Source: an optimization exercise on an open RTL-to-GDS flow (aim: small area). Production flows keep margins and buffers that such runs may drop.
Function was checked by simulation only, so behaviour that the tests miss may differ from the original.
The flow treats the clock pin as an ideal source, which a real chip does not have.
Power and IR drop assume default switching activity.

Design SDR_tx_rx_ctr, start of the top module:
module SDR_tx_rx_ctr(
	input clk,
	input rst,
	input [20:0] tod_h,
	input [10:0] tod_l,
	input TEST_EN,
	output tx_rx_switch,
	output [7:0] read_addr_0,
	input read_ram0_en,
	input [31:0] read_data_0,
	input [9:0] data_addr_in,
	input [9:0] freq_addr_in,
	output reg [9:0] data_addr_out,
	output reg [9:0] freq_addr_out,
	output reg [31:0] Tl_r,
	output reg [15:0] Tr,
	output PTT,
	output AD_SHDN,
	output reg led1
	);
For scale: roughly 490 cells after synthesis, roughly 170 flip-flops, about 6700 um^2 of cells after synthesis.
export LEC_CHECK = 0
export CAP_MARGIN = 20
export CORE_MARGIN = 2
export CORE_UTILIZATION = 70
export PLACE_DENSITY = 0.8
export SLEW_MARGIN = 20
create_clock -name core_clock -period 10.0 [get_ports {clk}]
standard.sh (not shown) runs the stock make flow with config.mk's settings and CLKGATE_MAP_FILE= SYNTH_SCRIPT=/design/flow/synth_recipe.tcl, a recipe that flattens the netlist after the stock synthesis.
==> flow/flow/run.sh <==
#!/bin/bash
# Own layout flow, area-oriented:
#  1. standard synthesis (synth_recipe.tcl), with ABC_AREA=1, an area-oriented
#     ABC script (flow/abc_area.script) in a copy of ORFS's scripts folder,
#     no early "abc -fast" in yosys synth, and a few mux/oai cells kept out of
#     ABC's mapping only;
#  2. the standard layout, with ports buffered by buf_1 and a clock tree
#     of small buffers without dummy loads, leaf buffers upsized where the
#     flip-flop clock slew would be high (flow/post_cts.tcl).
set -euo pipefail
W=$PWD
mkdir -p $W/myscripts
cp -r $FLOW_HOME/scripts/. $W/myscripts/
cp $W/flow/abc_area.script $W/myscripts/abc_area.script
DU=$(make -s -C $FLOW_HOME DESIGN_CONFIG=$W/config.mk WORK_HOME=$W/orfs_q print-DONT_USE_CELLS | sed 's/^DONT_USE_CELLS = //')
rm -rf $W/orfs_q
XDU="sky130_fd_sc_hd__mux2_1 sky130_fd_sc_hd__mux2_2 sky130_fd_sc_hd__mux2i_1 sky130_fd_sc_hd__o22ai_1 sky130_fd_sc_hd__o221ai_1 sky130_fd_sc_hd__o21ai_0 sky130_fd_sc_hd__o21ai_1 sky130_fd_sc_hd__o32ai_1"
bash standard.sh SCRIPTS_DIR=$W/myscripts ABC_AREA=1 SYNTH_ARGS=-noabc "DONT_USE_CELLS=$DU $XDU" synth > $W/synth_make.log 2>&1
bash standard.sh \
  "BUFFER_PORTS_ARGS=-buffer_cell sky130_fd_sc_hd__buf_1" \
  "CTS_ARGS=-sink_clustering_enable -repair_clock_nets -dont_use_dummy_load -buf_list sky130_fd_sc_hd__clkbuf_4" \
  POST_CTS_TCL=$W/flow/post_cts.tcl \
  finish > $W/flow_make.log 2>&1
==> flow/flow/abc_area.script <==
strash
dc2
dch -f
amap
strash
dc2
dch -f
amap
topo
==> flow/flow/post_cts.tcl <==
estimate_parasitics -placement
array set worst {}
foreach pin [all_registers -clock_pins] {
  set net [get_nets -of_objects $pin]
  set drv [get_cells -of_objects [lindex [get_pins -of_objects $net -filter "direction==output"] 0]]
  set name [get_full_name $drv]
  set s [get_property $pin slew_max]
  if {![info exists worst($name)] || $s > $worst($name)} { set worst($name) $s }
}
set changed 0
foreach name [array names worst] {
  set ref [get_property [get_cells $name] ref_name]
  if {$worst($name) > 0.112 && $ref eq "sky130_fd_sc_hd__clkbuf_4"} {
    puts "post_cts: $name ($ref) worst sink slew $worst($name) -> clkbuf_8"
    replace_cell [get_cells $name] sky130_fd_sc_hd__clkbuf_8
    incr changed
  }
}
if {$changed} {
  detailed_placement
  check_placement -verbose
  estimate_parasitics -placement
}
The baseline finished clean.
==> next run, changes <==
--- a/flow/config.mk
+++ b/flow/config.mk
@@ -7,6 +7,6 @@
 export LEC_CHECK = 0
-export CAP_MARGIN = 20
+export CAP_MARGIN = 5
 export CORE_MARGIN = 2
-export CORE_UTILIZATION = 70
-export PLACE_DENSITY = 0.8
-export SLEW_MARGIN = 20
+export CORE_UTILIZATION = 75
+export PLACE_DENSITY = 0.85
+export SLEW_MARGIN = 5
What happened: Sequential share of layout area rose by 0.35 points. Wire length is higher by a little under a tenth. First-iteration DRC count rises by well over a third. Final area drops slightly. Register-to-register slack gets worse by 0.13 ns. Clock skew climbs by 0.016 ns. Die area is lower by a few percent. Flip-flop and latch count stays the same. Core utilization grows by 4.8 points. Power goes up slightly. Worst setup slack got worse by 0.11 ns.
==> next run, changes <==
--- a/flow/config.mk
+++ b/flow/config.mk
@@ -7,6 +7,6 @@
 export LEC_CHECK = 0
-export CAP_MARGIN = 5
+export CAP_MARGIN = 20
 export CORE_MARGIN = 2
-export CORE_UTILIZATION = 75
-export PLACE_DENSITY = 0.85
-export SLEW_MARGIN = 5
+export CORE_UTILIZATION = 40
+export PLACE_DENSITY = 0.6
+export SLEW_MARGIN = 20
=>
- The changed run finished clean
- routed wire length is lower by 1.1%
- total power goes up by 1.8%
- final area went up by about 2.5%
- sequential cell count is unchanged
- worst hold slack got worse by 0.014 ns
- first-iteration DRC count fell by about 37%
==> next run, changes <==
--- a/flow/config.mk
+++ b/flow/config.mk
@@ -7,6 +7,6 @@
 export LEC_CHECK = 0
-export CAP_MARGIN = 20
+export CAP_MARGIN = 5
 export CORE_MARGIN = 2
-export CORE_UTILIZATION = 40
-export PLACE_DENSITY = 0.6
-export SLEW_MARGIN = 20
+export CORE_UTILIZATION = 85
+export PLACE_DENSITY = 0.9
+export SLEW_MARGIN = 5
=> The new run died in detailed placement; synthesized cell count is unchanged; synthesized area is unchanged.
==> next run, changes <==
--- a/flow/flow/run.sh
+++ b/flow/flow/run.sh
@@ -16,3 +16,3 @@
 rm -rf $W/orfs_q
-XDU="sky130_fd_sc_hd__mux2_1 sky130_fd_sc_hd__mux2_2 sky130_fd_sc_hd__mux2i_1 sky130_fd_sc_hd__o22ai_1 sky130_fd_sc_hd__o221ai_1 sky130_fd_sc_hd__o21ai_0 sky130_fd_sc_hd__o21ai_1 sky130_fd_sc_hd__o32ai_1"
+XDU="sky130_fd_sc_hd__mux2_1 sky130_fd_sc_hd__mux2_2 sky130_fd_sc_hd__mux2i_1 sky130_fd_sc_hd__o22ai_1 sky130_fd_sc_hd__o221ai_1 sky130_fd_sc_hd__o21ai_0"
 bash standard.sh SCRIPTS_DIR=$W/myscripts ABC_AREA=1 SYNTH_ARGS=-noabc "DONT_USE_CELLS=$DU $XDU" synth > $W/synth_make.log 2>&1
--- a/flow/config.mk
+++ b/flow/config.mk
@@ -7,6 +7,6 @@
 export LEC_CHECK = 0
-export CAP_MARGIN = 5
+export CAP_MARGIN = 20
 export CORE_MARGIN = 2
-export CORE_UTILIZATION = 85
-export PLACE_DENSITY = 0.9
-export SLEW_MARGIN = 5
+export CORE_UTILIZATION = 40
+export PLACE_DENSITY = 0.6
+export SLEW_MARGIN = 20
Effect: This time the run went through all stages and came out clean. Synthesized area increases by 1.5%. Synthesized cell count came out higher by 14%.

==> afterwards: timing with drivers on the ports <==
Ports are ideal in the flow. The routed layouts listed here were re-timed in OpenROAD.
Step 1: set_driving_cell puts a clkbuf_16 on clk and a buf_2 on each other input, an assumption about the parent block.
Step 2, shift: input delay + t, output delay - t, t = (earliest + latest rising clock arrival at the registers) / 2. This alone moves slack from input paths to output paths.
Three values: ideal, step 1, step 2; two values: the first two.
run | shift t [ns] | setup WS [ns] | worst register clock-pin slew, ns
the first run | 0.571 | 3.673 / 3.683 / 3.112 | 0.12 / 0.12
the second run | 0.589 | 3.566 / 3.576 / 2.987 | 0.12 / 0.12
the third run | 0.597 | 3.589 / 3.605 / 3.008 | 0.11 / 0.11
the fifth run | 0.597 | 3.365 / 3.378 / 2.781 | 0.10 / 0.10
After both steps every run listed still meets setup and hold. The setup slack of the fifth run, which loses most, moves by +0.013 ns with the drivers and by -0.584 ns with both steps.
